Source: an optimization exercise on an open RTL-to-GDS flow (aim: small area and a short achievable clock period). Production flows keep margins and buffers that such runs may drop. In this exercise RTL edits were held to simulation tests only and were not proved equivalent to the original. No activity file was given, so power comes from the tool's default toggle rates.

==> flow/run.sh <==
#!/bin/bash
# synth_recipe.tcl (not shown) runs the flow's synth.tcl, then flattens the netlist and writes it again
# the make line also repeats each setting of config.mk as NAME=value (left out here)
make -C /OpenROAD-flow-scripts/flow DESIGN_CONFIG=/design/flow/config.mk WORK_HOME=/design/flow/orfs CLKGATE_MAP_FILE= SYNTH_SCRIPT=/design/flow/synth_recipe.tcl finish
==> flow/config.mk <==
export PLATFORM = sky130hd
export DESIGN_NAME = RISC_V
export DESIGN_NICKNAME = RISC_V
export VERILOG_FILES = /design/flow/design.v
export SDC_FILE = /design/flow/constraint.sdc
export NUM_CORES = 4
export LEC_CHECK = 0
export CAP_MARGIN = 20
export CORE_MARGIN = 2
export CORE_UTILIZATION = 40
export SLEW_MARGIN = 20
==> flow/constraint.sdc <==
create_clock -name core_clock -period 14.0 [get_ports {clk}]
set_input_delay 2.8000 -clock core_clock [delete_from_list [all_inputs] [get_ports {clk}]]
set_output_delay 2.8000 -clock core_clock [all_outputs]
set_load 0.01 [all_outputs]
==> flow/design.v <==
module RISC_V (
    input logic clk,
    input logic rst,
    timer_en,
    ext_inter,
    gemm_done,
    output logic gemm_valid,
    output logic [31:0] gemm_rdata1,
    gemm_rdata2,
    gemm_instruction,
    output logic [31:0] result,
    output logic [31:0] imem_addr,
    input logic [31:0] imem_rdata
);
  localparam R_type = 5'b01100;
  localparam I_type = 5'b00100;
  localparam Load_type = 5'b00000;
  localparam S_type = 5'b01000;
  localparam B_type = 5'b11000;
  localparam J_type = 5'b11011;
  localparam Jalr_type = 5'b11001;
  localparam lui_type = 5'b01101;
  localparam auipc_type = 5'b00101;
  localparam csr_type = 5'b11100;
  localparam GEMM_type = 5'b00010;
  logic [31:0] pc;   
  logic [31:0] d_pc, d_ins;   
  logic [31:0] e_pc, e_alu, e_rs1, e_rs2, e_ins;   
  logic e_reg_wr, e_mem_wr, e_pc_sel, e_mem_read, e_mret, e_csr_r, e_csr_wr, e_gemm;
  logic [1:0] e_wb_sel;
  logic loaded, cs;
  logic [3:0] tcount;
  logic [31:0] mepc, mie, mstatus, mtvec;
  logic mc_t, mc_e, mip_t, mip_e;   
  logic [4:0] rd;
  logic rd_nz, stall, flush, mflush, wait_gemm, hz;
  logic int_taken, epc_taken;
  logic [31:0] epc, isr_addr;
  logic [4:0] rs1, rs2;
  assign rd = e_ins[11:7];
  assign rd_nz = |rd;
  assign rs1 = d_ins[19:15];
  assign rs2 = d_ins[24:20];
  assign hz = ((rs1 == rd) | (rs2 == rd)) & rd_nz & (e_wb_sel != 2'b01) & ~loaded;
  assign wait_gemm = cs ? ~gemm_done : e_gemm;
  assign stall = hz | wait_gemm;
  assign gemm_valid = ~cs & e_gemm;
  assign int_taken = ((mip_t & mie[7]) | (mip_e & mie[11])) & mstatus[3];
  assign epc_taken = e_mret | int_taken;
  assign isr_addr = mtvec[0] ? {mtvec[31:2], 2'b00} :
      {mtvec[31:2], 2'b00} + {26'd0, mc_e, mc_t, mc_t | mc_e, mc_t | mc_e, 2'b00};
  assign epc = e_mret ? mepc : isr_addr;
  assign flush = e_pc_sel | epc_taken;
  assign mflush = flush | rst;
  logic ovf;
  assign ovf = tcount[3];
  always_ff @(posedge clk) begin
    if (rst) tcount <= '0;
    else if (ovf) tcount <= '0;
    else if (timer_en) tcount <= tcount + 1'b1;
  end
  logic [11:0] csr_addr;
  logic [31:0] csr_rdata;
  assign csr_addr = e_ins[31:20];
  always_ff @(posedge clk) begin
    if (rst) begin
      mc_t  <= 1'b0;
      mc_e  <= 1'b0;
      mip_t <= 1'b0;
      mip_e <= 1'b0;
    end else begin
      mc_t  <= ovf;
      mc_e  <= ext_inter & ~ovf;
      mip_t <= ovf & ~int_taken;
      mip_e <= ext_inter & ~ovf & ~int_taken;
    end
  end
  always_ff @(posedge clk) begin
    if (rst) mepc <= '0;
    else if (int_taken) mepc <= e_pc;
  end
  always_ff @(posedge clk) begin
    if (rst) mie <= '0;
    else if (e_csr_wr && csr_addr == 12'h304) mie <= e_rs1;
  end
  always_ff @(posedge clk) begin
    if (rst) mstatus <= '0;
    else if (e_csr_wr && csr_addr == 12'h300) mstatus <= e_rs1;
  end
  always_ff @(posedge clk) begin
    if (rst) mtvec <= '0;
    else if (e_csr_wr && csr_addr == 12'h305) mtvec <= e_rs1;
  end
  always_comb begin
    csr_rdata = '0;
    if (e_csr_r) begin
      case (csr_addr)
        12'h344: csr_rdata = {20'd0, mip_e, 3'd0, mip_t, 7'd0};
        12'h304: csr_rdata = mie;
        12'h300: csr_rdata = mstatus;
        12'h342: csr_rdata = {28'd0, mc_e, mc_t, mc_t | mc_e, mc_t | mc_e};
        12'h305: csr_rdata = mtvec;
        12'h341: csr_rdata = mepc;
        default: csr_rdata = '0;
      endcase
    end
  end
  logic [31:0] dmem[0:31];
  logic [31:0] dv;
  logic [4:0] wi;
  logic [1:0] col;
  logic [2:0] f3e;
  logic [3:0] mask;
  logic [31:0] wdata;
  assign wi  = e_alu[6:2];
  assign col = e_alu[1:0];
  assign f3e = e_ins[14:12];
  always_comb begin
    case (f3e)
      3'b000: begin
        mask  = 4'b0001 << col;
        wdata = {4{e_rs2[7:0]}};
      end
      3'b001: begin
        mask  = col[1] ? 4'b1100 : 4'b0011;
        wdata = {2{e_rs2[15:0]}};
      end
      3'b010: begin
        mask  = 4'b1111;
        wdata = e_rs2;
      end
      default: begin
        mask  = 4'b0000;
        wdata = e_rs2;
      end
    endcase
  end
  always_ff @(posedge clk) begin
    if (rst) dv <= '0;
    else if (e_mem_wr) dv[wi] <= 1'b1;
  end
  always_ff @(posedge clk) begin
    if (e_mem_wr) begin
      for (int b = 0; b < 4; b++)
        if (mask[b] | ~dv[wi]) dmem[wi][8*b+:8] <= mask[b] ? wdata[8*b+:8] : 8'd0;
    end
  end
  assign result = dv[0] ? dmem[0] : 32'd0;
  logic [31:0] mrd, mem_data;
  assign mrd = (e_mem_read & dv[wi]) ? dmem[wi] : 32'd0;
  always_comb begin
    case (f3e)
      3'b000: begin
        case (col)
          2'b00: mem_data = {{24{mrd[7]}}, mrd[7:0]};
          2'b01: mem_data = {{24{mrd[15]}}, mrd[15:8]};
          2'b10: mem_data = {{24{mrd[23]}}, mrd[23:16]};
          default: mem_data = {{24{mrd[31]}}, mrd[31:24]};
        endcase
      end
      3'b001: mem_data = col[1] ? {{16{mrd[31]}}, mrd[31:16]} : {{16{mrd[15]}}, mrd[15:0]};
      3'b010: mem_data = mrd;
      3'b100: begin
        case (col)
          2'b00: mem_data = {24'd0, mrd[7:0]};
          2'b01: mem_data = {24'd0, mrd[15:8]};
          2'b10: mem_data = {24'd0, mrd[23:16]};
          default: mem_data = {24'd0, mrd[31:24]};
        endcase
      end
      default: mem_data = col[1] ? {16'd0, mrd[31:16]} : {16'd0, mrd[15:0]};
    endcase
  end
  logic [31:0] wb_data, byp_data;
  always_comb begin
    case (e_wb_sel)
      2'b00:   wb_data = e_pc + 32'd4;
      2'b01:   wb_data = e_alu;
      2'b10:   wb_data = mem_data;
      default: wb_data = csr_rdata;
    endcase
  end
  assign byp_data = e_wb_sel[1] ? (e_wb_sel[0] ? csr_rdata : mem_data) : e_alu;
  always_ff @(posedge clk) begin
    if (rst) loaded <= 1'b0;
    else if (e_wb_sel == 2'b01) loaded <= 1'b0;
    else loaded <= ~loaded;
  end
  always_ff @(posedge clk) begin
    if (rst) cs <= 1'b0;
    else cs <= cs ? ~gemm_done : e_gemm;
  end
  logic [31:0] rf[1:31];
  always_ff @(posedge clk) begin
    if (e_reg_wr && rd_nz) rf[rd] <= wb_data;
  end
  logic byp1, byp2;
  logic [31:0] rdata1, rdata2;
  assign byp1 = e_reg_wr & rd_nz & (rs1 == rd);
  assign byp2 = e_reg_wr & rd_nz & (rs2 == rd);
  assign rdata1 = (rs1 == 5'd0) ? 32'd0 : byp1 ? byp_data : rf[rs1];
  assign rdata2 = (rs2 == 5'd0) ? 32'd0 : byp2 ? byp_data : rf[rs2];
  logic [4:0] op;
  logic [2:0] f3;
  logic f7, f7m;
  assign op  = d_ins[6:2];
  assign f3  = d_ins[14:12];
  assign f7  = d_ins[30];
  assign f7m = d_ins[29];
  logic [3:0] ALUctrl;
  logic A_sel, B_sel, PC_sel, reg_wr, mem_wr, mem_read, csr_r, csr_wr, is_mret, is_gemm;
  logic [1:0] wb_sel;
  logic br_taken;
  logic [3:0] alu_f;
  always_comb begin
    casex ({f7, f3})
      4'b0000: alu_f = 4'd0;
      4'b1000: alu_f = 4'd1;
      4'bX001: alu_f = 4'd2;
      4'bX010: alu_f = 4'd3;
      4'bX100: alu_f = 4'd4;
      4'bX011: alu_f = 4'd5;
      4'b0101: alu_f = 4'd6;
      4'b1101: alu_f = 4'd7;
      4'bX110: alu_f = 4'd8;
      default: alu_f = 4'd9;
    endcase
  end
  always_comb begin
    ALUctrl = 4'd0;
    A_sel = 1'b0;
    B_sel = 1'b0;
    PC_sel = 1'b0;
    reg_wr = 1'b0;
    mem_wr = 1'b0;
    mem_read = 1'b0;
    wb_sel = 2'b00;
    csr_r = 1'b0;
    csr_wr = 1'b0;
    is_mret = 1'b0;
    is_gemm = 1'b0;
    case (op)
      R_type: begin
        ALUctrl = alu_f;
        A_sel = 1'b1;
        wb_sel = 2'b01;
        reg_wr = 1'b1;
      end
      I_type: begin
        ALUctrl = (f3 == 3'b000) ? 4'd0 : alu_f;
        A_sel = 1'b1;
        B_sel = 1'b1;
        wb_sel = 2'b01;
        reg_wr = 1'b1;
      end
      Load_type: begin
        A_sel = 1'b1;
        B_sel = 1'b1;
        mem_read = 1'b1;
        wb_sel = 2'b10;
        reg_wr = 1'b1;
      end
      S_type: begin
        A_sel = 1'b1;
        B_sel = 1'b1;
        mem_wr = 1'b1;
      end
      B_type: begin
        B_sel = 1'b1;
        PC_sel = br_taken;
      end
      J_type: begin
        B_sel = 1'b1;
        reg_wr = 1'b1;
        PC_sel = 1'b1;
      end
      Jalr_type: begin
        A_sel = 1'b1;
        B_sel = 1'b1;
        reg_wr = 1'b1;
        PC_sel = 1'b1;
      end
      lui_type: begin
        B_sel = 1'b1;
        wb_sel = 2'b01;
        reg_wr = 1'b1;
        ALUctrl = 4'd10;
      end
      auipc_type: begin
        B_sel = 1'b1;
        wb_sel = 2'b01;
        reg_wr = 1'b1;
      end
      csr_type: begin
        A_sel = 1'b1;
        wb_sel = 2'b11;
        reg_wr = 1'b1;
        is_mret = (f7m && f3 == 3'b000);
        csr_r = (f3 == 3'b001);
        csr_wr = (f3 == 3'b001);
      end
      GEMM_type: begin
        A_sel = 1'b1;
        wb_sel = 2'b01;
        is_gemm = 1'b1;
      end
      default: ;
    endcase
  end
  logic [31:0] imm;
  always_comb begin
    case (op)
      Load_type, I_type, Jalr_type: imm = {{20{d_ins[31]}}, d_ins[31:20]};
      S_type: imm = {{20{d_ins[31]}}, d_ins[31:25], d_ins[11:7]};
      J_type: imm = {{12{d_ins[31]}}, d_ins[19:12], d_ins[20], d_ins[30:21], 1'b0};
      B_type: imm = {{20{d_ins[31]}}, d_ins[7], d_ins[30:25], d_ins[11:8], 1'b0};
      lui_type, auipc_type: imm = {d_ins[31:12], 12'd0};
      default: imm = '0;
    endcase
  end
  logic [31:0] bsub;
  assign bsub = rdata1 - rdata2;
  always_comb begin
    case (f3)
      3'b000: br_taken = (rdata1 == rdata2);
      3'b001: br_taken = (rdata1 != rdata2);
      3'b100: br_taken = bsub[31];
      3'b101: br_taken = ~bsub[31];
      3'b110: br_taken = 1'b1;
      default: br_taken = 1'b0;
    endcase
  end
  logic [31:0] a, b, bx, sum, alu_o;
  logic cout, ovfl, slt;
  assign a = A_sel ? rdata1 : d_pc;
  assign b = B_sel ? imm : rdata2;
  assign bx = ALUctrl[0] ? ~b : b;
  assign {cout, sum} = a + bx + ALUctrl[0];
  assign ovfl = (sum[31] ^ a[31]) & ~(a[31] ^ b[31] ^ ALUctrl[0]);
  assign slt = sum[31] ^ ovfl;
  always_comb begin
    case (ALUctrl)
      4'd0, 4'd1: alu_o = sum;
      4'd2: alu_o = a << b;
      4'd3: alu_o = {31'd0, slt};
      4'd4: alu_o = a ^ b;
      4'd5: alu_o = {31'd0, ~cout};
      4'd6, 4'd7: alu_o = a >> b;
      4'd8: alu_o = a | b;
      4'd9: alu_o = a & b;
      4'd10: alu_o = b;
      default: alu_o = 32'd0;
    endcase
  end
  always_ff @(posedge clk) begin
    if (rst) pc <= 32'd0;
    else if (!stall) pc <= epc_taken ? epc : (e_pc_sel ? e_alu : pc + 32'd4);
  end
  always_ff @(posedge clk) begin
    if (rst) begin
      d_pc <= 32'h13;
      e_pc <= 32'h13;
    end else if (!stall) begin
      d_pc <= flush ? e_alu : pc;
      e_pc <= flush ? e_alu : d_pc;
    end
  end
  always_ff @(posedge clk) begin
    if (mflush) begin
      d_ins <= 32'h13;
      e_ins <= 32'h13;
      e_rs1 <= 32'h13;
      e_rs2 <= 32'h13;
      e_alu <= 32'd0;
      e_reg_wr <= 1'b0;
      e_mem_wr <= 1'b0;
      e_wb_sel <= 2'b00;
      e_pc_sel <= 1'b0;
      e_mem_read <= 1'b0;
      e_mret <= 1'b0;
      e_csr_r <= 1'b0;
      e_csr_wr <= 1'b0;
      e_gemm <= 1'b0;
    end else if (!stall) begin
      d_ins <= imem_rdata;
      e_ins <= d_ins;
      e_rs1 <= rdata1;
      e_rs2 <= rdata2;
      e_alu <= alu_o;
      e_reg_wr <= reg_wr;
      e_mem_wr <= mem_wr;
      e_wb_sel <= wb_sel;
      e_pc_sel <= PC_sel;
      e_mem_read <= mem_read;
      e_mret <= is_mret;
      e_csr_r <= csr_r;
      e_csr_wr <= csr_wr;
      e_gemm <= is_gemm;
    end
  end
  assign imem_addr = pc;
  assign gemm_instruction = e_ins;
  assign gemm_rdata1 = e_rs1;
  assign gemm_rdata2 = e_rs2;
endmodule
==> summary.txt <==
Yosys
  • Post-synth top area share: 51.0%
  • Post-synthesis compound-gate area fraction: 10.3%
  • Ys Warns: 1
  • Synth async-reset ratio: 0%
  • Synth Instances: 8801
  • Post-synthesis mux area share: 17.2%
  • Post-synth EDFFs: 2016
  • Simple-gate area share of the yosys netlist: 8.57%
  • Leading area contributor after synthesis: edfxtp_1
  • Netlist cell types: 103
  • XOR/XNOR share of the synthesized area: 1.10%
  • Most used flip-flop cell after synthesis: edfxtp_1
  • #FFs+latches synth: 2466
  • Mapped cell area: 119000 sq um
  • Synth top area cells: edfxtp_1 51%, mux4_2 13%, dfxtp_1 7.6%
  • Largest family of logic cells by synthesized area: multiplexers
  • Syn Area/Cell: 13.5 sq um
  • Post-synthesis sequential area ratio: 58.6%
  • Post-Synth Adder-Cell Area: 1.49%
  • Syn Nets: 8978

Min path
  • Min-Delay Path Class: flop to flop
  • Worst hold stages: 2
  • Hold path start: mie[13]
  • Hold Path End: mie[13]

Detailed routing
  • Routed length per instance: 36.1 microns
  • 1st-pass router iterations: 10
  • Total via count in the routed design: 85700
  • Vias/cell: 6.55
  • Post-route DRC: 0
  • Drt initial violations: 13200
  • DRT Wirelength: 473000 microns
  • Final ANT Viol Nets: 0

CTS
  • Post-CTS resize count: 0
  • Worst skew pair latency: 0.93 ns
  • Reg clk slew, reported paths: 0.06 ns
  • Clk root buf: clkbuf_16
  • Clock sinks: 2466
  • Post-CTS Hold Buffers: 0
  • Clock tree buffer depth: 4
  • CTS Buf Count: 274
  • Setup bufs post-CTS: 0
  • H-Tree Level Count: 5
  • CTS tree: built

STA
  • Setup TNS: 0 ns
  • Fin crit share: 68.1%
  • Fin. max-slew vios: 0
  • RSZ-0062 raised after global routing: false
  • Finish-stage setup viols: 0
  • Slew margin rel.: 17.0%
  • Fmax achieved: 105 MHz
  • Hold Violations, Final: 0
  • Actual slew at the worst max-slew pin: 1.24 ns
  • Final Skew: 0.111 ns
  • Post-layout minimum cycle time: 9.54 ns

Setup path
  • CP max-delay cell: buf_4
  • CP max stage delay: 0.72 ns
  • Cell depth of the worst flop-to-flop path: 28
  • CP endpoint kind: flop
  • Crit path required time: 14.79 ns
  • Worst Path Arrival: 10.33 ns
  • FF-to-FF setup slack: 4.46 ns
  • Setup crit start kind: flop
  • Most used cell, CP: a21oi_1
  • Reg-to-reg endpoint: e_alu[28]
  • Setup CP Type: flop to flop
  • Crit path max fanout: 39

Power and ir drop
  • Max VDD drop: 0.000127 V
  • Comb pwr share: 36.1%
  • Power Density: 196 nW/um^2
  • Leakage: 44.3 nW
  • Design internal power: 0.0162 W
  • Sequential power share: 36.1%
  • Switching share of power: 38.9%
  • Tot Pwr: 0.0265 W
  • Clock share of power: 27.9%
  • Sw power: 0.0103 W

Finish
  • Fin nets: 9106
  • Fin util: 45.8%
  • Commonest cells after routing, fill and taps aside: 2016 x edfxtp_1, 824 x nand2_1, 688 x mux4_2
  • Layout area overhead: 14.1%
  • Number of fill cells in the layout: 25900
  • Share of cells above drive strength 1: 18.5%
  • Commonest non-fill, non-tap cell in the layout: edfxtp_1

Die
  • Die area: 301000 sq um
  • Core Area: 296000 sq um
  • Die height: 549 microns
  • Row cnt: 200
  • Initial Util: 40.1%
  • DIE WIDTH: 549 microns
  • # IOs: 198

Placement
  • Final GP Congestion: 1.06
  • Post-DP HPWL: 325000 microns
  • IO Port Bufs: 197

GRT
  • Largest net degree at the start of global routing: 127
  • Initial antenna violation count: 37
  • First-pass GRT wire length: 650000 microns
  • Vias in the first global route: 80900
  • Global route overflow: 0
  • GR Util All Layers: 30.6%

Job
  • MaxCap Viol Count: 0

Status
  • Status: timing/DRC/antenna clean
-- sequential cells by signal (all words and copies together), names as in the netlist, 2 cells and up, named ones only --
register and count:
dmem 1024, dv 32, rf 992, d_ins 32, mtvec 32, pc 32
e_rs1 32, e_alu 32, e_pc 32, mepc 32, e_ins 32, tcount 4
d_pc 32, mstatus 32, mie 32, e_wb_sel 2, e_rs2 32
-- cell type report --
cell class,count,area (sq um),share of cell area (%)
timing repair buffer,521,4550,3.36
antenna,16,40.0,0.0296
multi-input combinational,5566,46900,34.6
inverter,100,378,0.279
clock inverter,148,1660,1.22
sequential,2466,69600,51.4
clock buffer,338,7400,5.46
tap,3939,4930,3.64
-- how the worst max path moves through the flow --
stage                      endpoint  depth (start not counted)  slack, ns  from
final                     e_alu[28]                         28       4.46  flop
after global routing      e_alu[28]                         28       3.92  flop
after CTS                 e_alu[28]                         28       4.59  flop
after detailed placement  e_alu[28]                         28       4.64  flop
after floorplan           e_alu[28]                         32       6.83  flop
after global placement    e_alu[28]                         28       4.62  flop
-- critical path, delay by kind of cell (launching register included) --
kind            cells  cell delay, ns
compound gates     19            5.44
buf+inv             3            1.51
mux                 1            0.60
fa+ha+maj           1            0.47
simple gates        3            0.58
xor+xnor            1            0.16
flops               1            0.58
-- per-layer routing --
layer / routed length, microns / share of wire (%) / track usage [%]
met1: 181000 / 38 / 41.3
met5: 186 / 0.039 / 0
met3: 52600 / 11 / 7.15
met2: 209000 / 44 / 45.9
met4: 30200 / 6.4 / 16.4
-- per-stage QoR --
stage	instance area (sq um)	hold slack, ns	instances	worst slack [ns]
3_3_place_gp	126000	0.437	12600	4.62
4_1_cts	135000	0.451	13100	4.59
2_1_floorplan	119000	0.427	8801	6.83
3_5_place_dp	126000	0.443	12600	4.64
5_1_grt	135000	0.467	13100	3.92
6_report	135000	0.451	13100	4.46
-- cell usage after synthesis (17+ instances only) --
cell type / instances
edfxtp_1: 2016
buf_1: 78
nor3_1: 146
buf_2: 118
nor2_1: 686
a22oi_1: 165
buf_6: 17
clkbuf_1: 426
nand3_1: 199
a211oi_1: 255
nor4_1: 22
or3_1: 28
a22o_1: 46
nand2_1: 824
a222oi_1: 20
nor2b_1: 51
mux2_2: 38
and2_1: 97
buf_4: 30
inv_1: 93
nand2b_1: 38
o221ai_1: 24
and3_1: 50
a21oi_1: 588
o21ai_0: 200
mux2i_1: 447
mux4_2: 688
nand4_1: 50
ha_1: 138
a21o_1: 36
dfxtp_1: 450
a221oi_1: 72
o22ai_1: 21
a311oi_1: 19
o31ai_1: 23
o211ai_1: 58
o21a_1: 28
xor2_1: 70
a211o_1: 26
a31oi_1: 58
xnor2_1: 79
a21boi_0: 21
-- cells by family after synthesis --
family / after synthesis
compound gates: 1832
xor+xnor: 149
flops: 2466
buf+inv: 769
mux: 1173
simple gates: 2272
fa+ha+maj: 140
-- power by group through the flow --
stage                     clock [W]  sequential, W  combinational, W
final                       0.00738        0.00956           0.00956
after global routing        0.00771        0.00954           0.00989
after CTS                   0.00744        0.00952           0.00920
after detailed placement          0        0.00967           0.00916
after global placement            0        0.00967           0.00909
after floorplan                   0        0.00923           0.00542

[what the ideal ports hide]
In the flow no input, the clock included, has a driving cell. The finished layout below was timed again as built, in two steps. Step 1: set_driving_cell puts a clkbuf_16 on clk and a buf_2 on each other input, an assumption about the parent block. Step 2 moves the port delays by t, midway between the first and last clock arrival at a register: inputs arrive t later, outputs are due t later. That takes back most of the time a late clock gives input paths. a / b / c = ideal ports / drivers / drivers and shift; a / b = the first two.
t, ns: 0.969
slack for setup (ns): 4.463 / 4.463 / 4.463
worst hold slack (ns): 0.451 / 0.451 / 0.451
clock arrival spread, ns: 0.111 / 0.111
pins driven straight from the clock port: 1
After both steps setup and hold are still met in this run. The setup slack of this run moves by 0.000 ns with the drivers and by 0.000 ns with both steps.
